This design comes from an exercise in tuning for a short achievable clock period and few clock cycles on the open sky130 flow, not from production work. Where RTL was checked, it was by simulation tests only, not by an equivalence proof against the original. The RTL of run 1 was laid out without a check of its function. Power figures rest on the tool's default switching activity, not on a simulated workload.

<file path="flow/run.sh">
#!/bin/bash
# synth_recipe.tcl (not shown) runs the flow's synth.tcl, then flattens the netlist and writes it again
# the make line also repeats each setting of config.mk as NAME=value (left out here)
make -C /OpenROAD-flow-scripts/flow DESIGN_CONFIG=/design/flow/config.mk WORK_HOME=/design/flow/orfs CLKGATE_MAP_FILE= SYNTH_SCRIPT=/design/flow/synth_recipe.tcl finish
</file>
<file path="flow/config.mk">
export PLATFORM = sky130hd
export DESIGN_NAME = core
export DESIGN_NICKNAME = core
export VERILOG_FILES = /design/flow/design.v
export SDC_FILE = /design/flow/constraint.sdc
export NUM_CORES = 4
export LEC_CHECK = 0
export CAP_MARGIN = 20
export CORE_MARGIN = 2
export CORE_UTILIZATION = 40
export SETUP_SLACK_MARGIN = 3.5
export SLEW_MARGIN = 20
export SYNTH_HIERARCHICAL = 1
export SYNTH_MINIMUM_KEEP_SIZE = 0
export TNS_END_PERCENT = 100
</file>
<file path="flow/constraint.sdc">
create_clock -name core_clock -period 6.0 [get_ports {clk}]
set_input_delay 1.2000 -clock core_clock [delete_from_list [all_inputs] [get_ports {clk}]]
set_output_delay 1.2000 -clock core_clock [all_outputs]
set_load 0.01 [all_outputs]
</file>
<file path="flow/design.v">
module bitty_add16 (
    input  [15:0] a,
    input  [15:0] b,
    input         cin,
    output [15:0] s,
    output        cout
);
    wire [15:0] p = a ^ b;
    wire [15:0] g0 = a & b;
    wire [15:0] g1, p1, g2, p2, g3, p3, g4, p4;
    wire [15:0] gi = {g0[15:1], g0[0] | (p[0] & cin)};
    genvar i;
    generate
        for (i = 0; i < 16; i = i + 1) begin : l1
            if (i >= 1) begin : a1
                assign g1[i] = gi[i] | (p[i] & gi[i-1]);
                assign p1[i] = p[i] & p[i-1];
            end else begin : b1
                assign g1[i] = gi[i];
                assign p1[i] = p[i];
            end
        end
        for (i = 0; i < 16; i = i + 1) begin : l2
            if (i >= 2) begin : a2
                assign g2[i] = g1[i] | (p1[i] & g1[i-2]);
                assign p2[i] = p1[i] & p1[i-2];
            end else begin : b2
                assign g2[i] = g1[i];
                assign p2[i] = p1[i];
            end
        end
        for (i = 0; i < 16; i = i + 1) begin : l3
            if (i >= 4) begin : a3
                assign g3[i] = g2[i] | (p2[i] & g2[i-4]);
                assign p3[i] = p2[i] & p2[i-4];
            end else begin : b3
                assign g3[i] = g2[i];
                assign p3[i] = p2[i];
            end
        end
        for (i = 0; i < 16; i = i + 1) begin : l4
            if (i >= 8) begin : a4
                assign g4[i] = g3[i] | (p3[i] & g3[i-8]);
                assign p4[i] = p3[i] & p3[i-8];
            end else begin : b4
                assign g4[i] = g3[i];
                assign p4[i] = p3[i];
            end
        end
    endgenerate
    assign s    = p ^ {g4[14:0], cin};
    assign cout = g4[15];
endmodule
module bitty_carry16 (
    input  [15:0] a,
    input  [15:0] b,
    input         cin,
    output [15:0] c,
    output        cout
);
    wire [15:0] p = a ^ b;
    wire [15:0] g0 = a & b;
    wire [15:0] g1, p1, g2, p2, g3, p3, g4, p4;
    wire [15:0] gi = {g0[15:1], g0[0] | (p[0] & cin)};
    genvar i;
    generate
        for (i = 0; i < 16; i = i + 1) begin : l1
            if (i >= 1) begin : a1
                assign g1[i] = gi[i] | (p[i] & gi[i-1]);
                assign p1[i] = p[i] & p[i-1];
            end else begin : b1
                assign g1[i] = gi[i];
                assign p1[i] = p[i];
            end
        end
        for (i = 0; i < 16; i = i + 1) begin : l2
            if (i >= 2) begin : a2
                assign g2[i] = g1[i] | (p1[i] & g1[i-2]);
                assign p2[i] = p1[i] & p1[i-2];
            end else begin : b2
                assign g2[i] = g1[i];
                assign p2[i] = p1[i];
            end
        end
        for (i = 0; i < 16; i = i + 1) begin : l3
            if (i >= 4) begin : a3
                assign g3[i] = g2[i] | (p2[i] & g2[i-4]);
                assign p3[i] = p2[i] & p2[i-4];
            end else begin : b3
                assign g3[i] = g2[i];
                assign p3[i] = p2[i];
            end
        end
        for (i = 0; i < 16; i = i + 1) begin : l4
            if (i >= 8) begin : a4
                assign g4[i] = g3[i] | (p3[i] & g3[i-8]);
                assign p4[i] = p3[i] & p3[i-8];
            end else begin : b4
                assign g4[i] = g3[i];
                assign p4[i] = p3[i];
            end
        end
    endgenerate
    assign c    = {g4[14:0], cin};
    assign cout = g4[15];
endmodule
module bitty_csel16 (
    input  [15:0] c,
    input  [15:0] x1,
    input  [15:0] x0,
    output [15:0] y
);
    assign y = (c & x1) | (~c & x0);
endmodule
module bitty_geq16 (
    input  [15:0] x,
    input  [15:0] y,
    output        cout
);
    wire [15:0] g0 = x & y;
    wire [15:0] p0 = x | y;
    wire [7:0] g1, p1;
    wire [3:0] g2, p2;
    wire [1:0] g3, p3;
    genvar i;
    generate
        for (i = 0; i < 8; i = i + 1) begin : l1
            if (i == 0) begin : c0
                assign g1[i] = g0[1] | (p0[1] & (g0[0] | p0[0]));
                assign p1[i] = 1'b0;
            end else begin : cn
                assign g1[i] = g0[2*i+1] | (p0[2*i+1] & g0[2*i]);
                assign p1[i] = p0[2*i+1] & p0[2*i];
            end
        end
        for (i = 0; i < 4; i = i + 1) begin : l2
            assign g2[i] = g1[2*i+1] | (p1[2*i+1] & g1[2*i]);
            assign p2[i] = p1[2*i+1] & p1[2*i];
        end
        for (i = 0; i < 2; i = i + 1) begin : l3
            assign g3[i] = g2[2*i+1] | (p2[2*i+1] & g2[2*i]);
            assign p3[i] = p2[2*i+1] & p2[2*i];
        end
    endgenerate
    assign cout = g3[1] | (p3[1] & g3[0]);
endmodule
module core (
    input clk,
    input reset,
    output [11:0] imem_addr,
    input [15:0] imem_data,
    output wb_valid,
    output [2:0] wb_reg,
    output [15:0] wb_data
);
    localparam NT = 8;          
    reg [11:0] fa;              
    reg [11:0] fa_out;          
    reg        first;           
    reg        dv;              
    reg [11:0] dpc;             
    reg        dhit;            
    reg [3:0]  dmask;           
    reg        ev, e_alu, e_br;
    reg [2:0]  e_rx;
    reg [15:0] e_a, e_b;        
    reg [15:0] e_na, e_nb;      
    reg [15:0] e_bx;            
    reg        e_sub, e_ar;     
    reg [7:0]  e_op;            
    reg [1:0]  e_cond;
    reg [11:0] e_tgt, e_fall, e_pc;
    reg        e_hit;
    reg [3:0]  e_mask;
    reg        vv;              
    reg [3:0]  v_mask;
    reg [11:0] v_fall;
    reg        r_act, r_len;    
    reg [11:0] r_key;
    reg [3:0]  r_mask;
    reg        i_v;             
    reg [7:0]  i_sel;           
    reg        i_upd;           
    reg [11:0] i_key, i_del;
    reg [3:0]  i_mask;
    reg        w_v;
    reg [2:0]  w_rx;
    reg        k_v;
    reg [15:0] k_c;
    reg [15:0] R [0:7];
    reg [15:0] C;               
    reg [15:0] wbd;             
    reg        wbv;
    reg [2:0]  wbr;
    reg          tv    [0:NT-1];
    reg [11:0]   tkey  [0:NT-1];
    reg [11:0]   tdel  [0:NT-1];    
    reg [3:0]    tmask [0:NT-1];
    reg [2:0]    tptr;        
    assign imem_addr = fa_out;
    assign wb_valid  = wbv;
    assign wb_reg    = wbr;
    assign wb_data   = wbd;
    wire c_hi0 = ~|C[15:2];
    wire [3:0] ccls = {~c_hi0, c_hi0 & C[1] & ~C[0], c_hi0 & ~C[1] & C[0], c_hi0 & ~C[1] & ~C[0]};
    wire mis_v = vv & ~|(v_mask & ccls);
    wire [15:0] a = e_a;
    wire [15:0] b = e_b;
    wire [15:0] cy;
    wire        cy_out;
    bitty_carry16 u_cy (.a(a), .b(e_bx), .cin(e_sub), .c(cy), .cout(cy_out));
    wire [15:0] p_ab = a ^ e_bx;
    wire        ge, le;
    bitty_geq16 u_ge (.x(a), .y(e_nb), .cout(ge));    
    bitty_geq16 u_le (.x(b), .y(e_na), .cout(le));    
    wire        b_big = |b[15:4];
    wire [15:0] r_shl = b_big ? 16'd0 : (a << b[3:0]);
    wire [15:0] r_shr = b_big ? 16'd0 : (a >> b[3:0]);
    wire [15:0] r_cmp = {14'd0, ~ge, ~le};
    wire [15:0] oth = ({16{e_op[2]}} & (a & b))
                    | ({16{e_op[3]}} & (a | b))
                    | ({16{e_op[4]}} & (a ^ b))
                    | ({16{e_op[5]}} & r_shl)
                    | ({16{e_op[6]}} & r_shr)
                    | ({16{e_op[7]}} & r_cmp);
    wire [15:0] res0 = ({16{e_ar}} &  p_ab) | oth;    
    wire [15:0] res1 = ({16{e_ar}} & ~p_ab) | oth;    
    wire [15:0] res;
    bitty_csel16 u_res (.c(cy), .x1(res1), .x0(res0), .y(res));
    wire e_commit = ev & ~mis_v;
    wire do_alu   = e_commit & e_alu;
    wire ex_alu   = ev & e_alu;       
    wire [3:0] cond_oh = 4'd1 << e_cond;
    wire taken   = e_br & |(cond_oh[2:0] & ccls[2:0]);
    wire e_ok    = |(e_mask & ccls);
    wire mis_e   = e_commit & ~e_alu & (e_hit ? ~e_ok : taken);
    wire mis     = mis_v | mis_e;
    wire [11:0] raddr = mis_v ? v_fall : (taken ? e_tgt : e_fall);
    wire [3:0] k_br  = ~e_br ? 4'b1111 : (taken ? cond_oh : ~cond_oh);
    wire [3:0] k_grp = k_br & ((e_hit & e_ok) ? e_mask : 4'b1111);
    reg  [NT-1:0] m;            
    reg  [NT-1:0] u;            
    reg  [11:0]   t_del;
    reg  [3:0]    t_mask;
    integer k;
    always @(*) begin
        t_del = 12'd0;
        t_mask = 4'd0;
        for (k = 0; k < NT; k = k + 1) begin
            m[k] = tv[k] & (tkey[k] == fa);
            u[k] = tv[k] & (tkey[k] == r_key);
            t_del = t_del | ({12{m[k]}} & tdel[k]);
            t_mask = t_mask | ({4{m[k]}} & tmask[k]);
        end
    end
    wire        hit  = |m;
    wire [11:0] fa_next = mis ? raddr : (fa + 12'd1) ^ t_del;
    wire          install = e_commit & e_alu & r_act & r_len;
    wire          upd     = |u;
    wire [NT-1:0] wsel    = upd ? u : (8'd1 << tptr);
    wire [1:0] fmt = imem_data[1:0];
    wire [2:0] rx  = imem_data[15:13];
    wire [2:0] ry  = imem_data[12:10];
    wire [2:0] d_opc = imem_data[4:2];
    wire       ex_wr = ev & e_alu;    
    wire       fwd_a = ex_wr & (e_rx == rx);
    wire       fwd_b = ex_wr & (e_rx == ry) & ~fmt[0];
    wire [15:0] ra   = (w_v & (w_rx == rx)) ? C : R[rx];
    wire [15:0] rb   = fmt[0] ? {8'd0, imem_data[12:5]} : (w_v & (w_rx == ry)) ? C : R[ry];
    wire [15:0] d_a  = fwd_a ? res : ra;
    wire [15:0] d_b  = fwd_b ? res : rb;
    wire       d_sub = (d_opc == 3'd1) | (d_opc == 3'd7);
    wire [15:0] a1   = fwd_a ? res1 : ra;
    wire [15:0] a0   = fwd_a ? res0 : ra;
    wire [15:0] b1   = fwd_b ? res1 : rb;
    wire [15:0] b0   = fwd_b ? res0 : rb;
    wire [15:0] bx1  = b1 ^ {16{d_sub}};
    wire [15:0] bx0  = b0 ^ {16{d_sub}};
    wire [15:0] d_a_c, d_b_c, d_na_c, d_nb_c, d_bx_c;
    bitty_csel16 u_da  (.c(cy), .x1(a1),   .x0(a0),   .y(d_a_c));
    bitty_csel16 u_db  (.c(cy), .x1(b1),   .x0(b0),   .y(d_b_c));
    bitty_csel16 u_dna (.c(cy), .x1(~a1),  .x0(~a0),  .y(d_na_c));
    bitty_csel16 u_dnb (.c(cy), .x1(~b1),  .x0(~b0),  .y(d_nb_c));
    bitty_csel16 u_dbx (.c(cy), .x1(bx1),  .x0(bx0),  .y(d_bx_c));
    integer i;
    always @(posedge clk or posedge reset) begin
        if (reset) begin
            fa <= 12'd0; dv <= 1'b0; first <= 1'b1;
            ev <= 1'b0;
            vv <= 1'b0;
            r_act <= 1'b0;
            i_v <= 1'b0;
            k_v <= 1'b0;
            w_v <= 1'b0;
            for (i = 0; i < 8; i = i + 1) R[i] <= 16'h0001;
            C <= 16'h0001;
            wbv <= 1'b0;
            for (i = 0; i < NT; i = i + 1) tv[i] <= 1'b0;
            tptr <= 0;
        end else begin
            first  <= 1'b0;
            fa     <= first ? 12'd0 : fa_next;
            dv     <= ~mis & ~first;
            ev     <= dv & ~mis;
            wbv <= do_alu;
            if (ex_alu)
                C <= res;
            else if (k_v)
                C <= k_c;
            k_v <= mis_v & ex_alu;
            w_v <= do_alu;
            if (w_v) R[w_rx] <= C;
            vv     <= do_alu & e_hit;
            if (e_commit) r_act <= 1'b1;
            i_v <= install;
            if (i_v) begin
                for (i = 0; i < NT; i = i + 1)
                    if (i_sel[i]) tv[i] <= 1'b1;
                if (!i_upd) tptr <= tptr + 1'b1;
            end
        end
    end
    always @(posedge clk) begin
        dpc    <= fa;
        dhit   <= hit;
        dmask  <= t_mask;
        e_alu  <= ~fmt[1];
        e_br   <= (fmt == 2'b10) & (imem_data[3:2] != 2'b11);
        e_rx   <= rx;
        e_a    <= d_a_c;
        e_b    <= d_b_c;
        e_nb   <= d_nb_c;
        e_na   <= d_na_c;
        e_bx   <= d_bx_c;
        e_sub  <= d_sub;
        e_ar   <= ~d_opc[2] & ~d_opc[1];
        e_op   <= 8'd1 << d_opc;
        e_cond <= imem_data[3:2];
        e_tgt  <= imem_data[15:4];
        e_fall <= dpc + 12'd1;
        e_pc   <= dpc;
        e_hit  <= dhit;
        e_mask <= dmask;
        wbr    <= e_rx;
        fa_out <= first ? 12'd0 : fa_next;
        if (ex_alu) wbd <= res;
        v_mask <= e_mask;
        v_fall <= e_fall;
        k_c    <= C;
        w_rx   <= e_rx;
        i_key  <= r_key;
        i_del  <= e_pc ^ (r_key + 12'd1);
        i_mask <= r_mask;
        i_sel  <= wsel;
        i_upd  <= upd;
        if (i_v) begin
            for (i = 0; i < NT; i = i + 1)
                if (i_sel[i]) begin
                    tkey[i]  <= i_key;
                    tdel[i]  <= i_del;
                    tmask[i] <= i_mask;
                end
        end
        if (e_commit) begin
            if (e_alu) begin
                r_len  <= 1'b0;
                r_key  <= e_pc;
                r_mask <= 4'b1111;
            end else begin
                r_len  <= 1'b1;
                if (!r_act) r_key <= e_pc;
                r_mask <= (r_act ? r_mask : 4'b1111) & k_grp;
            end
        end
    end
endmodule
</file>
==> results of run 1 <==
stage by stage:
step	setup WS, ns	power, mW	cells
5_1_grt	3.14	17.4	4429
3_3_place_gp	1.73	10.6	3932
4_1_cts	3.24	16.2	4303
3_5_place_dp	1.62	10.8	3932
6_report	3.17	16.8	4430
2_1_floorplan	2.57	9.42	2942
final timing paths:
kind                            slack [ns]             start  depth (start not counted)             endpoint
worst max-delay path                  3.17    e_b[0]$_DFF_P_                          8      e_a[14]$_DFF_P_
worst min-delay path                  0.33  dmask[3]$_DFF_P_                          0    e_mask[3]$_DFF_P_
worst max register to register        3.17    e_b[0]$_DFF_P_                          8      e_a[14]$_DFF_P_
worst min register to register        0.33  dmask[3]$_DFF_P_                          0    e_mask[3]$_DFF_P_
max in group asynchronous             3.87             reset                          3  R[5][5]$_DFFE_PP0P_
min in group asynchronous             1.07             reset                          2    tv[2]$_DFFE_PP0P_
flip-flops by register name, summed over array words and instances (netlist names), 11 cells and up:
| register | count |
|---|---|
| R | 128 |
| tdel | 96 |
| tkey | 96 |
| tmask | 32 |
| C | 16 |
| e_a | 16 |
| e_b | 16 |
| e_bx | 16 |
| e_na | 16 |
| e_nb | 16 |
| k_c | 16 |
| wbd | 16 |
| dpc | 12 |
| e_fall | 12 |
| e_pc | 12 |
| fa | 12 |
| fa_out | 12 |
| i_del | 12 |
| i_key | 12 |
| r_key | 12 |
| v_fall | 12 |
| e_tgt | 11 |
cells in the final DEF, fill, tap and decap left out, drive strengths merged, types with 64 or more instances in the layout:
master  instances
dfrtp         165
o21ai         129
edfxtp        257
a21oi          84
nand4         142
clkbuf        111
mux2          248
nand3          74
inv           104
nor2          101
nand2         187
xnor2         253
mux2i          64
dfxtp         234
buf           412
worst register-to-register path: cells and delay by family (launching register included):
family / cells / cell delay (ns)
AOI/OAI and AO/OA: 3 / 0.79
buffers and inverters: 2 / 0.41
DFF: 1 / 0.43
muxes: 3 / 1.10
area by class of cell:
class,instances,share of cell area
antenna,1,0.0000566
multi-input combinational,1973,0.410
clock buffer,100,0.0464
sequential,666,0.384
inverter,107,0.00974
tap,1080,0.0306
timing repair inverter,2,0.000340
clock inverter,34,0.00792
timing repair buffer,467,0.111
per-layer routing:
metal,up-vias,share of wire,wire [um],track usage
met4,0,0.043,5120,0.0983
met2,1252,0.49,57900,0.447
met3,284,0.072,8510,0.0441
met1,13674,0.40,47200,0.331
met5,-,0,0,0
li1,11638,-,-,-
power by group:
| group | internal [mW] | leakage, nW | switching (mW) |
|---|---|---|---|
| combinational | 2.81 | 9.30 | 2.74 |
| sequential | 5.57 | 6.54 | 1.11 |
| clock | 2.63 | 1.17 | 1.93 |
what timing repair did:
| item | 4_1_cts | 5_1_grt |
|---|---|---|
| resized for setup | 441 | 248 |
| buffers inserted | 221 | 119 |
| pin swaps | 117 | 100 |
| gates cloned | 16 | 7 |
| setup endpoints to repair | 208 | 209 |
==> out/summary.md, run 1 <==
The run finished with no timing, DRC or antenna violations. The placed instances occupy a cell area of 0.0357 mm^2. The count of yosys warnings during synthesis is 12, and the total power divided by cell area is 379 mW/mm^2. The initial standard-cell utilization of the core came out at 0.404. Measured along the x axis, the die boundary spans 294 um.

Clock-pin slew was measured on the worst setup and hold paths at 0.07 ns. Row generation in the floorplan step produced 106 rows. Synthesized area: 0.0337 mm^2. The arrival time of data at the critical path endpoint is 3.34 ns. The total count of max-transition violations in the final report came out at 0.

The critical path goes through buf_8 > mux2_4 > mux4_2 > a221oi_4 > o211ai_1 > buf_4 > a21o_1 > mux2_4. The first routing iteration left 2545 violations. The area of all placed cells without fillers was 0.0442 mm^2.

50 I/O pins were placed. The tools report the post-detailed-route count of antenna-violating nets as 0. From synthesis to final layout, the design area changed by 31.0%.

The largest single stage delay on the critical path is 0.54 ns. The number of buffer and inverter stages on the critical path came out at 2. The floorplan die height came out at 294 um. The wire-length estimate of the detail-placed layout is 72900 um. In this run the worst path has a maximum fanout of 5.

The logs give 666 for the clock sink total and 3 for the number of buffers on the longest clock path. Setup repair after global routing could not meet its margin everywhere. The total clock buffers created by CTS is 72, and the number of remaining DRC errors is 0. Wire length of the first global-routing pass: 171000 um. Synthesis produced a netlist with a net count of 3017.

For the worst-skew pair, the clock arrives at the later sink with an insertion delay of 0.64 ns. The share of final-layout standard cells stronger than drive strength 1 is 0.384, and the deepest level of the CTS H-tree is 3. The routed wire length per instance was 26.8 um; the global route total overflow was 0. For this block, the routed nets add up to 119000 um of wire. The run gives 0.354 GHz as the maximum frequency from static timing analysis. Final hold analysis gives a worst-case slack of 0.328 ns.

In the routed layout, each cell is associated on average with a via count of 6.06. The normalized max-slew margin is 0.272, and the mean area per synthesized cell is 11.5 um^2. Broken down by cell family, the worst path's largest delay share belongs to multiplexers. The die area is 0.0867 mm^2, and the pin count of the biggest net entering global routing is 90. The share of the core filled with cells in the final layout is 0.529, and the worst-margin pin slew is 1.09 ns.

The static leakage was 17.0 nW. Clock skew on the completed layout was measured at 0.0333 ns. At the worst endpoint, the required time is 6.51 ns. Quantity of I/O buffers inserted on ports: 49.

The critical setup path kind is reg -> reg. For the max-capacitance violation count, the log shows 0. The tools report the cell at the root of the clock tree as sky130_fd_sc_hd__clkbuf_16. The first TritonRoute pass finished after 6 iterations. Summing all multi-input logic gate instances after layout gives 0.0181 mm^2. The number of global-route vias before repair was 26358.

The period utilization was 0.471. The most common cell type on the critical path is sky130_fd_sc_hd__mux2_4. The worst setup path is launched from a register. Detailed routing inserted a total of 26848 vias. Setup violations remaining at the end of the flow were counted as 0.

The core region is 0.0836 mm^2. The summed negative setup slack over all endpoints came out at 0 ns. Master of the slowest instance on the critical path: sky130_fd_sc_hd__mux4_2. The logs give 0 for the initial antenna violation count and 2942 for the synthesized instance count. After filler insertion, the fill cell instance count of the layout stands at 6910. TritonCTS built the clock tree. The endpoint class of the critical path was a register. For this run, the post-layout net count is 3364. In the final layout, flip-flops and latches occupy 0.0170 mm^2. For the overall track demand over capacity in global routing, the log shows 0.262. The hold violation count in the final report is 0, and the number of buffers inserted for hold repair after clock tree synthesis is 0. The worst hold path belongs to the class reg -> reg. Counting I/O delays and the setup requirement, the final critical path takes 2.83 ns. VDD sags by at most 0.253 mV. At the end of routability-driven placement, the weighted congestion stood at 0.918.
==> inputs of run 2 (changes only) <==
--- a/flow/design.v
+++ b/flow/design.v
@@ -104,14 +104,6 @@
     assign c    = {g4[14:0], cin};
     assign cout = g4[15];
 endmodule
-module bitty_csel16 (
-    input  [15:0] c,
-    input  [15:0] x1,
-    input  [15:0] x0,
-    output [15:0] y
-);
-    assign y = (c & x1) | (~c & x0);
-endmodule
 module bitty_geq16 (
     input  [15:0] x,
     input  [15:0] y,
@@ -156,6 +148,7 @@
     localparam NT = 8;          
     reg [11:0] fa;              
     reg [11:0] fa_out;          
+    reg [11:0] fa_cn;           
     reg        first;           
     reg        dv;              
     reg [11:0] dpc;             
@@ -183,12 +176,16 @@
     reg        i_upd;           
     reg [11:0] i_key, i_del;
     reg [3:0]  i_mask;
-    reg        w_v;
+    reg        w_vn;            
+    wire       w_v = ~w_vn;
     reg [2:0]  w_rx;
     reg        k_v;
     reg [15:0] k_c;
+    reg        k_chz_n, k_c0_n;
     reg [15:0] R [0:7];
     reg [15:0] C;               
+    reg        chz_n;           
+    reg        c0_n;            
     reg [15:0] wbd;             
     reg        wbv;
     reg [2:0]  wbr;
@@ -201,8 +198,9 @@
     assign wb_valid  = wbv;
     assign wb_reg    = wbr;
     assign wb_data   = wbd;
-    wire c_hi0 = ~|C[15:2];
-    wire [3:0] ccls = {~c_hi0, c_hi0 & C[1] & ~C[0], c_hi0 & ~C[1] & C[0], c_hi0 & ~C[1] & ~C[0]};
+    wire c_hi0 = ~chz_n;
+    wire c_0   = ~c0_n;
+    wire [3:0] ccls = {~c_hi0, c_hi0 & C[1] & ~c_0, c_hi0 & ~C[1] & c_0, c_hi0 & ~C[1] & ~c_0};
     wire mis_v = vv & ~|(v_mask & ccls);
     wire [15:0] a = e_a;
     wire [15:0] b = e_b;
@@ -223,10 +221,13 @@
                     | ({16{e_op[5]}} & r_shl)
                     | ({16{e_op[6]}} & r_shr)
                     | ({16{e_op[7]}} & r_cmp);
+    wire [15:0] t_ab   = a | e_bx;
+    wire        hz_sum = ~(cy[2] ^ p_ab[2]) & ~|(p_ab[15:3] ^ t_ab[14:2]);
+    wire        hz_oth = ~|oth[15:2];
+    wire        hz     = e_ar ? hz_sum : hz_oth;
     wire [15:0] res0 = ({16{e_ar}} &  p_ab) | oth;    
     wire [15:0] res1 = ({16{e_ar}} & ~p_ab) | oth;    
-    wire [15:0] res;
-    bitty_csel16 u_res (.c(cy), .x1(res1), .x0(res0), .y(res));
+    wire [15:0] res  = (cy & res1) | (~cy & res0);
     wire e_commit = ev & ~mis_v;
     wire do_alu   = e_commit & e_alu;
     wire ex_alu   = ev & e_alu;       
@@ -247,7 +248,7 @@
         t_del = 12'd0;
         t_mask = 4'd0;
         for (k = 0; k < NT; k = k + 1) begin
-            m[k] = tv[k] & (tkey[k] == fa);
+            m[k] = tv[k] & (tkey[k] == ~fa_cn);
             u[k] = tv[k] & (tkey[k] == r_key);
             t_del = t_del | ({12{m[k]}} & tdel[k]);
             t_mask = t_mask | ({4{m[k]}} & tmask[k]);
@@ -276,12 +277,6 @@
     wire [15:0] b0   = fwd_b ? res0 : rb;
     wire [15:0] bx1  = b1 ^ {16{d_sub}};
     wire [15:0] bx0  = b0 ^ {16{d_sub}};
-    wire [15:0] d_a_c, d_b_c, d_na_c, d_nb_c, d_bx_c;
-    bitty_csel16 u_da  (.c(cy), .x1(a1),   .x0(a0),   .y(d_a_c));
-    bitty_csel16 u_db  (.c(cy), .x1(b1),   .x0(b0),   .y(d_b_c));
-    bitty_csel16 u_dna (.c(cy), .x1(~a1),  .x0(~a0),  .y(d_na_c));
-    bitty_csel16 u_dnb (.c(cy), .x1(~b1),  .x0(~b0),  .y(d_nb_c));
-    bitty_csel16 u_dbx (.c(cy), .x1(bx1),  .x0(bx0),  .y(d_bx_c));
     integer i;
     always @(posedge clk or posedge reset) begin
         if (reset) begin
@@ -291,9 +286,11 @@
             r_act <= 1'b0;
             i_v <= 1'b0;
             k_v <= 1'b0;
-            w_v <= 1'b0;
+            w_vn <= 1'b1;
             for (i = 0; i < 8; i = i + 1) R[i] <= 16'h0001;
             C <= 16'h0001;
+            chz_n <= 1'b0;
+            c0_n  <= 1'b0;
             wbv <= 1'b0;
             for (i = 0; i < NT; i = i + 1) tv[i] <= 1'b0;
             tptr <= 0;
@@ -303,12 +300,17 @@
             dv     <= ~mis & ~first;
             ev     <= dv & ~mis;
             wbv <= do_alu;
-            if (ex_alu)
-                C <= res;
-            else if (k_v)
-                C <= k_c;
+            if (ex_alu) begin
+                C     <= res;
+                chz_n <= ~hz;
+                c0_n  <= ~res[0];
+            end else if (k_v) begin
+                C     <= k_c;
+                chz_n <= k_chz_n;
+                c0_n  <= k_c0_n;
+            end
             k_v <= mis_v & ex_alu;
-            w_v <= do_alu;
+            w_vn <= ~do_alu;
             if (w_v) R[w_rx] <= C;
             vv     <= do_alu & e_hit;
             if (e_commit) r_act <= 1'b1;
@@ -327,11 +329,11 @@
         e_alu  <= ~fmt[1];
         e_br   <= (fmt == 2'b10) & (imem_data[3:2] != 2'b11);
         e_rx   <= rx;
-        e_a    <= d_a_c;
-        e_b    <= d_b_c;
-        e_nb   <= d_nb_c;
-        e_na   <= d_na_c;
-        e_bx   <= d_bx_c;
+        e_a    <= (cy & a1) | (~cy & a0);
+        e_b    <= (cy & b1) | (~cy & b0);
+        e_nb   <= ~((cy & b1) | (~cy & b0));
+        e_na   <= ~((cy & a1) | (~cy & a0));
+        e_bx   <= (cy & bx1) | (~cy & bx0);
         e_sub  <= d_sub;
         e_ar   <= ~d_opc[2] & ~d_opc[1];
         e_op   <= 8'd1 << d_opc;
@@ -343,10 +345,13 @@
         e_mask <= dmask;
         wbr    <= e_rx;
         fa_out <= first ? 12'd0 : fa_next;
-        if (ex_alu) wbd <= res;
+        fa_cn  <= ~(first ? 12'd0 : fa_next);
+        wbd    <= res;      
         v_mask <= e_mask;
         v_fall <= e_fall;
         k_c    <= C;
+        k_chz_n <= chz_n;
+        k_c0_n  <= c0_n;
         w_rx   <= e_rx;
         i_key  <= r_key;
         i_del  <= e_pc ^ (r_key + 12'd1);
==> flow/config.mk (replaced) <==
export PLATFORM = sky130hd
export DESIGN_NAME = core
export DESIGN_NICKNAME = core
export VERILOG_FILES = /design/flow/design.v
export SDC_FILE = /design/flow/constraint.sdc
export NUM_CORES = 4
export LEC_CHECK = 0
export ABC_AREA = 1
export CAP_MARGIN = 20
export CORE_MARGIN = 2
export CORE_UTILIZATION = 40
export SETUP_SLACK_MARGIN = 3.9
export SLEW_MARGIN = 20
export TNS_END_PERCENT = 100
==> run 2 against run 1 <==
  * Still clean
  * Via count rose by 6.4%
  * Register-to-register slack improved by 0.57 ns
  * Worst hold slack got worse by 0.029 ns
  * Die area fell by 5.5%
  * Setup slack improved by 0.46 ns
  * Wire length fell by 2.0%
  * Design area fell by 3.0%
  * Power fell by 19%
  * Combinational power fell by 47%
==> out/summary.md, run 2 <==
The reported net switching power came out at 4.25 mW (-26%). Class of the tightest hold or removal check: reg -> reg. The flow ran to the end and the layout has no timing, DRC or antenna violations.

The global route total overflow came out at 0 (unchanged). The hold violation count in the final report was 0 (unchanged); the fraction of post-synthesis cell area in the top cell type by area was 0.227. The master of the slowest instance on the critical path was sky130_fd_sc_hd__a22oi_2. The internal power summed over all cells is 9.30 mW (-16%).

The period utilization is 0.395 (-0.0761), and the die span in x is 286 um (-2.8%). The startpoint of the worst register-to-register path is e_b[0]$_DFF_P_. The wire length of the first global-routing pass was 166000 um (-3.1%); the number of DRC markers in iteration 0 was 3200 (+26%). The tools report the clock sink total as 683 (+2.6%). For the total count of max-transition violations in the final report, the log shows 0 (unchanged).

The number of global-route vias before repair is 26460 (+0.39%). For the site row count, the log shows 103 (-2.8%). Count of non-filler cells in the finished layout: 5111 (+15%).

Largest fanout on the critical path: 6 (+1). The initial standard-cell utilization of the core is 0.404 (about the same). The area of all sequential standard cells is 0.0172 mm^2 (+1.1%), and the first-pass detailed-route iteration total is 6 (unchanged). Setup repair after global routing could not meet its margin everywhere. The delay of the slowest cell on the worst path works out to 0.25 ns (-0.29 ns). Mean area per synthesized cell: 8.75 um^2 (-24%). The post-detailed-route count of antenna-violating nets was 0 (unchanged); the share of the yosys chip area belonging to registers was 0.533. The synthesized area is 0.0319 mm^2 (-5.5%), and the clock-pin slew reported for the worst setup and hold paths after clock tree synthesis is 0.06 ns (about the same).

The logs give 0.0437 ns (+0.0104 ns) for the final worst clock skew and 0.241 (-0.0310) for the normalized max-slew margin. Of all cell types, the one taking the most synthesized area is sky130_fd_sc_hd__edfxtp_1. Counting flops per register, the top entry is R. The tools report the worst reg-to-reg setup slack as 3.74 ns (+0.57 ns). The number of buffer and inverter stages on the critical path is 4 (+2), and the layout overhead on the synthesized area is 34.6%. Synthesis inferred 683 register bits.

For the worst-case vdd ir drop, the log shows 0.291 mV (+15%). Most common cell after layout, fill and taps aside: sky130_fd_sc_hd__nand2_1. The logs give 6802 (-1.6%) for the number of fill cells in the layout and 3733 (+24%) for the post-synth net total. The routed wire length per instance works out to 22.8 um (-15%). The tools report the final count of negative-setup-slack endpoints as 0 (unchanged). The overall track demand over capacity in global routing was 0.268 (+0.00654). The summed negative setup slack over all endpoints is 0 ns (unchanged), and the arrival time of data at the critical path endpoint is 2.88 ns (-0.46 ns).

The switching part of the total was 0.314 (-0.0304). The number of flops mapped to enable cells by yosys was 241. The via-per-instance ratio is 5.59 (-7.8%), and the number of placed instances, taps included is 4645 (+18%). The total detailed-routing wirelength came out at 116000 um (-2.0%). In this run, distinct cell masters in the synthesized netlist total 68.

In the final layout, the registers with the most flip-flops are R: 128 flops, tdel: 96 flops, tkey: 96 flops. The async set-or-reset flop fraction in the synthesized netlist is 0.261, and the relative contribution of combinational cells to total power is 0.216 (-0.115). The HPWL after detailed placement was 73300 um (+0.54%).

The count of pins on the block boundary was 50 (unchanged). Clock tree synthesis selected as its root buffer the cell sky130_fd_sc_hd__clkbuf_16. The critical path goes through buf_12 > buf_8 > nor3_4 > buf_6 > buf_4 > a22oi_2 > nand4_1 > o21ai_1 > nand2_1 > a22oi_2 > nand2_2 > xor2_1. The flip-flop count of the largest register after layout came out at 128 (unchanged). The clock network fraction of design power is 0.348 (+0.076). The clock period minus worst slack works out to 2.37 ns (-0.456 ns). The data required time at the worst endpoint is 6.51 ns (about the same), and the depth of the worst hold-timing path is 0 (unchanged). The tools report the insertion delay of the later-clocked pin in the worst-skew pair as 0.64 ns (about the same). The tools report the total clock buffers created by CTS as 75 (+4.2%). In the post-synthesis netlist, the biggest area contributors are sky130_fd_sc_hd__edfxtp_1, sky130_fd_sc_hd__dfxtp_1, sky130_fd_sc_hd__dfrtp_1. The final hold slack was 0.299 ns (-0.0288 ns); the final weighted congestion in routability-driven placement was 0.954 (+3.9%).

The tools report the share of the core filled with cells in the final layout as 0.543 (+0.0139). For hold timing, the worst endpoint is e_mask[2]$_DFF_P_. The worst-case reg-to-reg path depth was 17 (+9); the floorplan core area was 0.0790 mm^2 (-5.5%).

Total power divided by cell area: 316 mW/mm^2 (-17%). Leaving out fill and tap cells, the most frequent cells in the layout are sky130_fd_sc_hd__nand2_1, sky130_fd_sc_hd__inv_1, sky130_fd_sc_hd__edfxtp_1. The initial antenna violation count came out at 2 (+2).

The run gives 28574 (+6.4%) as the detailed-route via count. The cell family contributing the most delay on the critical path is compound AO/OA/AOI/OAI gates. For this run, the leading register cell type out of synthesis is sky130_fd_sc_hd__dfxtp_1. The static leakage is 18.5 nW (+8.6%), and the count of yosys warnings during synthesis is 6 (-6). The number of remaining DRC errors was 0 (unchanged). The synthesized instance count was 3645 (+24%); the deepest level of the CTS H-tree was 3 (unchanged).

The pin count of the biggest net entering global routing came out at 84 (-6.7%). For the max-capacitance violation count, the log shows 0 (unchanged). The multi-input gate area in the final layout came out at 0.0159 mm^2 (-12%). Launch point of the worst hold path: dmask[2]$_DFF_P_. The logs give 4086 (+21%) for the final net count and 0.437 (+0.039) for the sequential power share. The maximum frequency from static timing analysis was 0.422 GHz (+19%); the die area was 0.0820 mm^2 (-5.5%). The share of final-layout standard cells stronger than drive strength 1 was 0.321 (-0.0634). The quantity of I/O buffers inserted on ports came out at 49 (unchanged). The antenna diode instance count is 0 (-1), and the floorplan die height is 286 um (-2.8%). STA classifies the critical path endpoint as a register. The critical setup path kind was in -> reg.

For the number of buffers on the longest clock path, the log shows 3 (unchanged). In this design, the critical path's most frequently occurring cell is sky130_fd_sc_hd__a22oi_2. TritonCTS built the clock tree. The worst-margin pin slew came out at 1.14 ns (+0.0438 ns). Most common cell in the netlist: sky130_fd_sc_hd__nand2_1. The endpoint identified for the worst register-to-register timing path is e_bx[14]$_DFF_P_. STA classifies the critical path startpoint as an input port. The commonest cells after synthesis are sky130_fd_sc_hd__nand2_1, sky130_fd_sc_hd__inv_1, sky130_fd_sc_hd__nor2_1.
==> run 2: how the worst max path moves through the flow <==
stage,start,endpoint,slack [ns],cells past startpoint
floorplan,reset,C[10]$_DFFE_PP0P_,2.53,1
global route,wbv$_DFF_PP0_,wb_valid,3.64,1
detailed placement,imem_data[14],e_na[8]$_DFF_P_,1.77,10
finish,imem_data[10],e_bx[4]$_DFF_P_,3.63,12
global placement,imem_data[12],e_bx[5]$_DFF_P_,1.86,11
CTS,wbv$_DFF_PP0_,wb_valid,3.66,1
==> run 2: what timing repair did <==
item                                   CTS  global route
endpoints found under the hold margin    0             0
gates resized for setup                675           584
cloned                                  13             9
buffers inserted                       205            99
pin swaps                              145           283
hold buffers                             0             0
setup endpoints to repair              381           202
==> run 2: layout make-up <==
class                   count  area share
flip-flops and latches    683       0.400
multi-input cells        2447       0.371
repair buffers            393      0.0955
clock buffers             108      0.0515
inverters                 388      0.0417
well taps                1050      0.0306
clock inverters            32     0.00747
repair inverters           10     0.00257
==> run 2: power groups by stage <==
stage	Combinational [mW]	Clock, mW	Sequential [mW]
6_report	2.92	4.71	5.92
2_1_floorplan	1.44	0	5.74
3_3_place_gp	1.99	0	5.94
5_1_grt	3.16	4.95	5.97
3_5_place_dp	2.02	0	5.94
4_1_cts	2.49	4.75	5.85
==> run 2: metrics by stage <==
stage	cell area (um^2)	setup WS, ns	power [mW]
finish	42900	3.63	13.5
global route	42900	3.64	14.1
CTS	39700	3.66	13.1
detailed placement	33600	1.77	7.96
global placement	33500	1.86	7.94
floorplan	32300	2.53	7.18
==> run 2: cell families (layout without fill, tap and decap cells) <==
group,count (synthesis),in the layout,share of synthesized area
buf+inv,517,931,0.0669
xor+xnor,143,143,0.0393
compound gates,564,564,0.107
simple gates,1667,1669,0.227
flops,683,683,0.533
other cells,1,1,0.000118
fa+ha+maj,70,70,0.0275
==> run 2: layer usage <==
metal | GRT usage | vias up | routed length, um
li1 | - | 12950 | -
met1 | 0.389 | 13772 | 50300
met2 | 0.414 | 1531 | 51400
met3 | 0.0370 | 319 | 10100
met4 | 0.0848 | 2 | 4480
met5 | 0 | - | 13
Testbench counts of run 2, summed over its fixed seeds: cycles 66,324.
==> inputs of run 3 (changes only) <==
--- a/flow/config.mk
+++ b/flow/config.mk
@@ -9,6 +9,6 @@
 export CAP_MARGIN = 20
 export CORE_MARGIN = 2
 export CORE_UTILIZATION = 40
-export SETUP_SLACK_MARGIN = 3.9
+export SETUP_SLACK_MARGIN = 4.2
 export SLEW_MARGIN = 20
 export TNS_END_PERCENT = 100
==> run 3 against run 2 <==
  * Design area up 3.9%
  * Sequential power about the same
  * Fmax up 2.2%
  * Synthesized area unchanged
  * Register-to-register slack better by 0.04 ns
  * Critical endpoint is now wb_valid
==> out/summary.md, run 3 <==
The slowest stage of the critical path is the sky130_fd_sc_hd__dfrtp_1 cell. Ranked by total cell area, the synthesized netlist is headed by sky130_fd_sc_hd__edfxtp_1, sky130_fd_sc_hd__dfxtp_1, sky130_fd_sc_hd__dfrtp_1. The most common cell after layout, fill and taps aside was sky130_fd_sc_hd__nand2_1. The run gives 29336 (+2.7%) as the detailed-route via count.

The kind of cell with the highest combined delay along the critical path is flip-flops. Setup slack at placement: 1.76 ns (-0.00927 ns). Routed wire length per instance: 23.2 um (+1.8%). Setup repair after global routing could not meet its margin everywhere. The tools report the count of pins on the block boundary as 50 (unchanged). Counting instances in the post-synthesis netlist gives the leading cell types as sky130_fd_sc_hd__nand2_1, sky130_fd_sc_hd__inv_1, sky130_fd_sc_hd__nor2_1. The async set-or-reset flop fraction in the synthesized netlist came out at 0.261 (unchanged).

The logs give 68 (unchanged) for the number of different library cells in the post-synthesis netlist and 3 (unchanged) for the number of buffers on the longest clock path. For the deepest level of the CTS H-tree, the log shows 3 (unchanged). The logs give 0.0790 mm^2 (unchanged) for the floorplan core area and 0.0338 mm^2 (+0.67%) for the standard cell area after detailed placement. The final weighted congestion in routability-driven placement is 0.972 (+1.9%), and the static leakage is 19.0 nW (+2.9%).

The number of storage elements in the synthesis netlist came out at 683 (unchanged). The number of flops mapped to enable cells by yosys works out to 241 (unchanged). Final worst clock skew: 0.0410 ns (-0.00269 ns). The site row count came out at 103 (unchanged).

The worst setup path is captured at a primary output. The clock period minus worst slack was 2.32 ns (-0.0501 ns); the delay of the slowest cell on the worst path was 0.36 ns (+0.11 ns). The floorplan die height came out at 286 um (unchanged). The total count of max-transition violations in the final report is 0 (unchanged). The die span in x is 286 um (unchanged).

TritonCTS built the clock tree. In the layout the commonest cells are sky130_fd_sc_hd__nand2_1, sky130_fd_sc_hd__inv_1, sky130_fd_sc_hd__edfxtp_1. The run gives 0.252 mV (-14%) as the worst-case vdd ir drop.

The maximum frequency from static timing analysis is 0.431 GHz (+2.2%). The tools report the number of remaining DRC errors as 0 (unchanged). For the final count of negative-setup-slack endpoints, the log shows 0 (unchanged). Traced cell by cell, the critical path runs through buf_2. The run gives 0.64 ns (about the same) as the insertion delay of the later-clocked pin in the worst-skew pair. The tools report the nature of the critical path startpoint as a register. The normalized max-slew margin is 0.506 (+0.265). The arrival time of data at the critical path endpoint was 1.12 ns (-1.76 ns); the count of yosys warnings during synthesis was 6 (unchanged).

Worst-margin pin slew: 0.739 ns (-0.396 ns). Register with the most flip-flops: R. The first-pass detailed-route iteration total is 6 (unchanged), and the quantity of I/O buffers inserted on ports is 49 (unchanged).

Compared with the post-synthesis result, the final layout area differs by 39.9%. The number of DRC markers in iteration 0 is 3540 (+11%), and the data required time at the worst endpoint is 4.80 ns (-1.71 ns). The run gives 74 (-1.3%) as the total clock buffers created by CTS. The logs give 0.327 ns (+0.0278 ns) for the final hold slack and 0 (unchanged) for the max-capacitance violation count. The post-detailed-route count of antenna-violating nets is 0 (unchanged). For the hold violation count in the final report, the log shows 0 (unchanged).

The period utilization is 0.387 (-0.00836), and the pin count of the biggest net entering global routing is 83 (-1.2%). The cell at the root of the clock tree was sky130_fd_sc_hd__clkbuf_16. The tools report the post-synth net total as 3733 (unchanged). The most used flip-flop cell after synthesis is sky130_fd_sc_hd__dfxtp_1. The clock sink total was 683 (unchanged); the largest fanout on the critical path was 1 (-5). The HPWL after detailed placement came out at 72400 um (-1.2%).

Mean area per synthesized cell: 8.75 um^2 (unchanged). Class of the tightest hold or removal check: reg -> reg. The flip-flop count of the largest register after layout is 128 (unchanged).

The final critical-path setup slack came out at 3.68 ns (+0.0501 ns). The initial antenna violation count is 4 (+2), and the clock-pin slew reported for the worst setup and hold paths after clock tree synthesis is 0.06 ns (about the same). The final net count was 4154 (+1.7%). The synthesized area came out at 0.0319 mm^2 (unchanged). The run finished with no timing, DRC or antenna violations. The number of global-route vias before repair is 27462 (+3.8%).

The wire length of the first global-routing pass was 172000 um (+3.6%); the global route total overflow was 0 (unchanged). The most common cell in the synthesized netlist is sky130_fd_sc_hd__nand2_1. Dominant cell type by area after synthesis: sky130_fd_sc_hd__edfxtp_1.

The via-per-instance ratio was 5.66 (+1.3%); the fraction of post-synthesis cell area in the top cell type by area was 0.227 (unchanged). The run gives 0 ns (unchanged) as the summed negative setup slack over all endpoints. The number of buffer and inverter stages on the critical path was 1 (-3).

The total detailed-routing wirelength came out at 120000 um (+3.2%). The critical path is of the reg -> out type. The synthesized instance count was 3645 (unchanged); the area of all placed cells without fillers was 0.0446 mm^2 (+3.9%). The share of final-layout standard cells stronger than drive strength 1 was 0.358 (+0.0374); the total power divided by cell area was 307 mW/mm^2 (-2.6%).

The largest registers in the layout are R: 128 flops, tdel: 96 flops, tkey: 96 flops. The tools report the die area as 0.0820 mm^2 (unchanged). The run gives 0.533 (unchanged) as the share of the yosys chip area belonging to registers. The initial standard-cell utilization of the core is 0.404 (unchanged), and the overall track demand over capacity in global routing is 0.278 (+0.00952).
run 3: through the flow:
step | util | cells | total power [mW]
after floorplan | - | 3645 | 7.25
after global placement | 0.428 | 4645 | 8.00
after detailed placement | 0.428 | 4645 | 8.02
after CTS | 0.530 | 5075 | 13.3
after global routing | 0.564 | 5178 | 14.2
final | 0.564 | 5179 | 13.7
run 3: kinds of logic (layout without fill, tap and decap cells):
family,count (synthesis),in the layout,synth area share
simple gates,1667,1670,0.227
flops,683,683,0.533
compound gates,564,564,0.107
buf+inv,517,997,0.0669
xor+xnor,143,143,0.0393
fa+ha+maj,70,70,0.0275
other cells,1,2,0.000118
run 3: what timing repair did:
action	CTS	global route
setup endpoints to repair	484	278
pin swaps	271	296
resized for setup	1005	443
hold buffers	0	0
buffers inserted	273	99
cloned	19	4
run 3: cell type report:
| cell class | count | area, um^2 |
|---|---|---|
| fillers | 6549 | 34400 |
| flip-flops and latches | 683 | 17200 |
| multi-input cells | 2448 | 16700 |
| repair buffers | 463 | 5010 |
| clock buffers | 106 | 2180 |
| inverters | 388 | 1840 |
| well taps | 1050 | 1310 |
| clock inverters | 32 | 297 |
| repair inverters | 8 | 105 |
| diodes | 1 | 2.50 |
run 3: per-layer routing:
metal / wire length [um] / track usage / vias to the layer above
met5: 13 / 0 / -
met4: 5250 / 0.103 / 2
met3: 10700 / 0.0434 / 390
met2: 53400 / 0.430 / 1600
met1: 50600 / 0.393 / 14245
li1: - / - / 13099
run 3: final timing paths:
path | start | cells past startpoint | slack, ns | to
min reg2reg | dmask[0]$_DFF_P_ | 0 | 0.33 | e_mask[0]$_DFF_P_
max | wbv$_DFF_PP0_ | 1 | 3.68 | wb_valid
max reg2reg | e_a[4]$_DFF_P_ | 15 | 3.78 | e_bx[11]$_DFF_P_
min in group asynchronous | reset | 3 | 1.15 | fa[4]$_DFF_PP0_
min | dmask[0]$_DFF_P_ | 0 | 0.33 | e_mask[0]$_DFF_P_
max in group asynchronous | reset | 4 | 4.29 | C[11]$_DFFE_PP0P_
run 3: power breakdown:
group          switching [mW]  internal (mW)  leakage [nW]  total [mW]
clock network            1.96           2.68          1.22        4.65
logic                    1.87           1.27          11.1        3.14
registers               0.537           5.38          6.70        5.92
==> inputs of run 4 (changes only) <==
--- a/flow/config.mk
+++ b/flow/config.mk
@@ -8,7 +8,7 @@
 export ABC_AREA = 1
 export CAP_MARGIN = 20
 export CORE_MARGIN = 2
-export CORE_UTILIZATION = 40
+export CORE_UTILIZATION = 35
 export SETUP_SLACK_MARGIN = 4.2
 export SLEW_MARGIN = 20
 export TNS_END_PERCENT = 100
==> run 4 against run 3 <==
  * Utilization shrank 6.3 points
  * Fmax shrank 0.67%
  * Via count shrank 0.67%
  * Still clean on timing, DRC and antenna
==> out/summary.md, run 4 <==
The die span in x is 306 um (+6.8%), and the initial antenna violation count is 4 (unchanged). The summed negative setup slack over all endpoints is 0 ns (unchanged), and the number of storage elements in the synthesis netlist is 683 (unchanged). The run gives 0.524 (+0.0177) as the normalized max-slew margin.

The logs give 0 (unchanged) for the number of buffers inserted for hold repair after clock tree synthesis and 174000 um (+1.3%) for the wire length of the first global-routing pass. For the global-route met1 utilization, the log shows 0.347 (-0.0455). Leaving out fill and tap cells, the most frequent cells in the layout are sky130_fd_sc_hd__nand2_1, sky130_fd_sc_hd__inv_1, sky130_fd_sc_hd__buf_4. The mean area per synthesized cell was 8.75 um^2 (unchanged); the number of global-route vias before repair was 27470 (+0.029%). The count of yosys warnings during synthesis was 6 (unchanged).

The run gives 0.0452 mm^2 (+1.3%) as the area of all placed cells without fillers. The routed wire length per instance is 22.5 um (-2.7%). The die area is 0.0935 mm^2 (+14%).

The register with the most flip-flops is R. For the detailed-route via count, the log shows 29139 (-0.67%). The floorplan core area was 0.0901 mm^2 (+14%). The run gives 3645 (unchanged) as the synthesized instance count. The fraction of post-synthesis cell area in the top cell type by area is 0.227 (unchanged). For the maximum frequency from static timing analysis, the log shows 0.428 GHz (-0.67%).

The tools report the global-route track usage on met2 as 0.379 (-0.0507). The worst setup path is captured at a primary output. The tools report the final count of negative-setup-slack endpoints as 0 (unchanged). Max-capacitance violation count: 0 (unchanged).

The internal power summed over all cells is 9.41 mW (+0.87%), and the switching part of the total is 0.319 (+0.000370). For the arrival time of data at the critical path endpoint, the log shows 1.14 ns (+0.02 ns). STA classifies the critical path startpoint as a register.

The delay of the slowest cell on the worst path is 0.36 ns (about the same), and the initial standard-cell utilization of the core is 0.354 (-0.0499). For the total detailed-routing wirelength, the log shows 121000 um (+0.92%). For the share of the yosys chip area belonging to registers, the log shows 0.533 (unchanged). By count the netlist is led by sky130_fd_sc_hd__nand2_1, sky130_fd_sc_hd__inv_1, sky130_fd_sc_hd__nor2_1. The period utilization works out to 0.389 (+0.00259). The most common cell in the netlist was sky130_fd_sc_hd__nand2_1. The largest registers in the layout are R: 128 flops, tdel: 96 flops, tkey: 96 flops. The tools report the reported net switching power as 4.42 mW (+1.0%). The run finished with no timing, DRC or antenna violations.

The largest individual stage delay along the critical path comes from the cell sky130_fd_sc_hd__dfrtp_1. TritonCTS built the clock tree. The share of final-layout standard cells stronger than drive strength 1 was 0.366 (+0.00810). Cell type group with the largest total delay on the critical path: flip-flops. The layer flagged by global routing as most heavily used is met2.

The worst-margin pin slew came out at 0.713 ns (-0.0266 ns). The flip-flop count of the largest register after layout is 128 (unchanged). The largest fanout on the critical path works out to 1 (unchanged).

The number of buffer and inverter stages on the critical path was 1 (unchanged). The final worst clock skew is 0.0362 ns (-0.00477 ns), and the total power divided by cell area is 306 mW/mm^2 (-0.42%). The run gives 3 (unchanged) as the number of buffers on the longest clock path. The site row count was 110 (+6.8%); the total clock buffers created by CTS was 74 (unchanged). The static leakage is 19.3 nW (+1.6%), and the floorplan die height is 306 um (+6.8%).

The run gives 0.0339 mm^2 (+0.44%) as the standard cell area after detailed placement. The tools report the hold violation count in the final report as 0 (unchanged). Most common cell after layout, fill and taps aside: sky130_fd_sc_hd__nand2_1.

Traced cell by cell, the critical path runs through buf_2. Number of DRC markers in iteration 0: 3055 (-14%). The run gives 0.331 (-0.008) as the clock network fraction of design power. The relative contribution of combinational cells to total power came out at 0.241 (+0.012). By area the synthesized netlist is led by sky130_fd_sc_hd__edfxtp_1, sky130_fd_sc_hd__dfxtp_1, sky130_fd_sc_hd__dfrtp_1. The deepest level of the CTS H-tree was 3 (unchanged). The final net count is 4223 (+1.7%). Critical setup path kind: reg -> out.

The synthesized area came out at 0.0319 mm^2 (unchanged). Number of flops mapped to enable cells by yosys: 241 (unchanged). The via-per-instance ratio is 5.42 (-4.3%). The tools report the insertion delay of the later-clocked pin in the worst-skew pair as 0.64 ns (about the same).

The count of pins on the block boundary was 50 (unchanged); the first-pass detailed-route iteration total was 6 (unchanged). The tools report the post-synth net total as 3733 (unchanged). CTS placed an instance of sky130_fd_sc_hd__clkbuf_16 at the clock tree root. Quantity of I/O buffers inserted on ports: 49 (unchanged). The number of fill cells in the layout is 7876 (+20%), and the post-detailed-route count of antenna-violating nets is 0 (unchanged).

Number of different library cells in the post-synthesis netlist: 68 (unchanged). The biggest area contributor in the post-synthesis netlist is sky130_fd_sc_hd__edfxtp_1. The min-delay analysis places its worst path in the category reg -> reg. Data required time at the worst endpoint: 4.80 ns (about the same). Setup repair after global routing could not meet its margin everywhere. The clock-pin slew reported for the worst setup and hold paths after clock tree synthesis works out to 0.06 ns (about the same). The sequential power share is 0.428 (-0.004). The run gives 0 (unchanged) as the number of remaining DRC errors. For the overall track demand over capacity in global routing, the log shows 0.246 (-0.0318). The worst-case vdd ir drop is 0.211 mV (-16%). The most used flip-flop cell after synthesis is sky130_fd_sc_hd__dfxtp_1. The clock period minus worst slack was 2.34 ns (+0.0156 ns). Async set-or-reset flop fraction in the synthesized netlist: 0.261 (unchanged). For the total power draw, the log shows 13.8 mW (+0.92%). Compared with the post-synthesis result, the final layout area differs by 41.8%. The total count of max-transition violations in the final report came out at 0 (unchanged). Clock sink total: 683 (unchanged). The tools report the pin count of the biggest net entering global routing as 57 (-31%). The met3 demand-to-capacity share in global routing was 0.0411 (-0.00229); the HPWL after detailed placement was 74700 um (+3.1%). The global route total overflow came out at 0 (unchanged). The run gives 0.922 (-5.1%) as the final weighted congestion in routability-driven placement.
[run 4: kinds of logic after synthesis]
family	Yosys count	synth area share
compound gates	564	0.107
other cells	1	0.000118
fa+ha+maj	70	0.0275
xor+xnor	143	0.0393
buf+inv	517	0.0669
flops	683	0.533
simple gates	1667	0.227
[run 4: layout make-up]
type / instances / area (um^2) / share of cell area
Clock buffer: 106 / 2110 / 0.0468
Multi-Input combinational cell: 2447 / 16600 / 0.367
Timing Repair Buffer: 524 / 5570 / 0.123
Sequential cell: 683 / 17200 / 0.380
Clock inverter: 30 / 307 / 0.00678
Tap cell: 1176 / 1470 / 0.0326
Inverter: 388 / 1830 / 0.0405
Timing Repair inverter: 17 / 160 / 0.00354
Antenna cell: 2 / 5.00 / 0.000111
[run 4: per-layer routing]
metal,part of all wire,up-vias
li1,-,13219
met1,0.43,14115
met2,0.45,1469
met3,0.088,336
met4,0.039,0
met5,0,-
[run 4: timing repair]
| item | 4_1_cts | 5_1_grt |
|---|---|---|
| gates resized for setup | 1071 | 374 |
| pin swaps | 316 | 293 |
| setup buffers | 322 | 106 |
| gates cloned | 29 | 7 |
| setup endpoints to repair | 559 | 475 |
[run 4: worst paths after layout]
| kind | startpoint | endpoint | slack (ns) | depth (start not counted) |
|---|---|---|---|---|
| setup / recovery | wbv$_DFF_PP0_ | wb_valid | 3.66 | 1 |
| hold / removal | dmask[1]$_DFF_P_ | e_mask[1]$_DFF_P_ | 0.31 | 0 |
| setup reg to reg | fa_cn[5]$_DFF_P_ | fa[6]$_DFF_PP0_ | 3.78 | 15 |
| hold reg to reg | dmask[1]$_DFF_P_ | e_mask[1]$_DFF_P_ | 0.31 | 0 |
| max in group asynchronous | reset | C[13]$_DFFE_PP0P_ | 4.39 | 4 |
| min in group asynchronous | reset | R[6][2]$_DFFE_PP0P_ | 0.99 | 2 |
[run 4: stage by stage]
step	hold slack (ns)	worst slack, ns	utilization	cells
detailed placement	0.312	1.84	0.376	4771
global placement	0.312	1.86	0.376	4771
floorplan	0.310	2.53	-	3645
global route	0.327	3.64	0.501	5371
CTS	0.307	3.63	0.473	5258
finish	0.310	3.66	0.501	5373
[run 4: power groups by stage]
| stage | clock network, mW | registers (mW) | logic [mW] |
|---|---|---|---|
| after global routing | 4.82 | 5.97 | 3.57 |
| after global placement | 0 | 5.95 | 2.06 |
| after detailed placement | 0 | 5.96 | 2.08 |
| final | 4.58 | 5.91 | 3.34 |
| after floorplan | 0 | 5.75 | 1.50 |
| after CTS | 4.62 | 5.88 | 2.88 |

## static timing again, ports no longer ideal
In the flow no input, the clock included, has a driving cell. The finished layouts below were timed again as built, in two steps.
Step 1 (the two cells are an assumption about what drives the block):
set clk [get_ports {clk}]
set_driving_cell -lib_cell sky130_fd_sc_hd__clkbuf_16 $clk
set_driving_cell -lib_cell sky130_fd_sc_hd__buf_2 [delete_from_list [all_inputs] $clk]
Step 2 adds t to the input delays and takes it off the output delays; t is the mean of the earliest and latest rising clock arrival at the registers after step 1. Input paths then give back, and output paths get back, about the clock's delay inside the block.
a / b / c = ideal ports / drivers / drivers and shift; a / b = the first two.
run	t, ns	setup WS [ns]	hold slack, ns	worst setup path after step 2	clock arrival spread, ns
run 1	0.682	3.173 / 3.068 / 2.386	0.328 / 0.328 / 0.328	input to register	0.036 / 0.037
run 2	0.681	3.630 / 3.597 / 2.929	0.299 / 0.299 / 0.299	input to register	0.050 / 0.050
run 3	0.683	3.680 / 3.578 / 2.895	0.327 / 0.327 / 0.327	input to register	0.045 / 0.045
run 4	0.692	3.664 / 3.598 / 2.926	0.310 / 0.310 / 0.310	input to register	0.037 / 0.037
After both steps setup and hold are still met in every run listed. The setup slack of run 1, which loses most, moves by -0.105 ns with the drivers and by -0.787 ns with both steps.
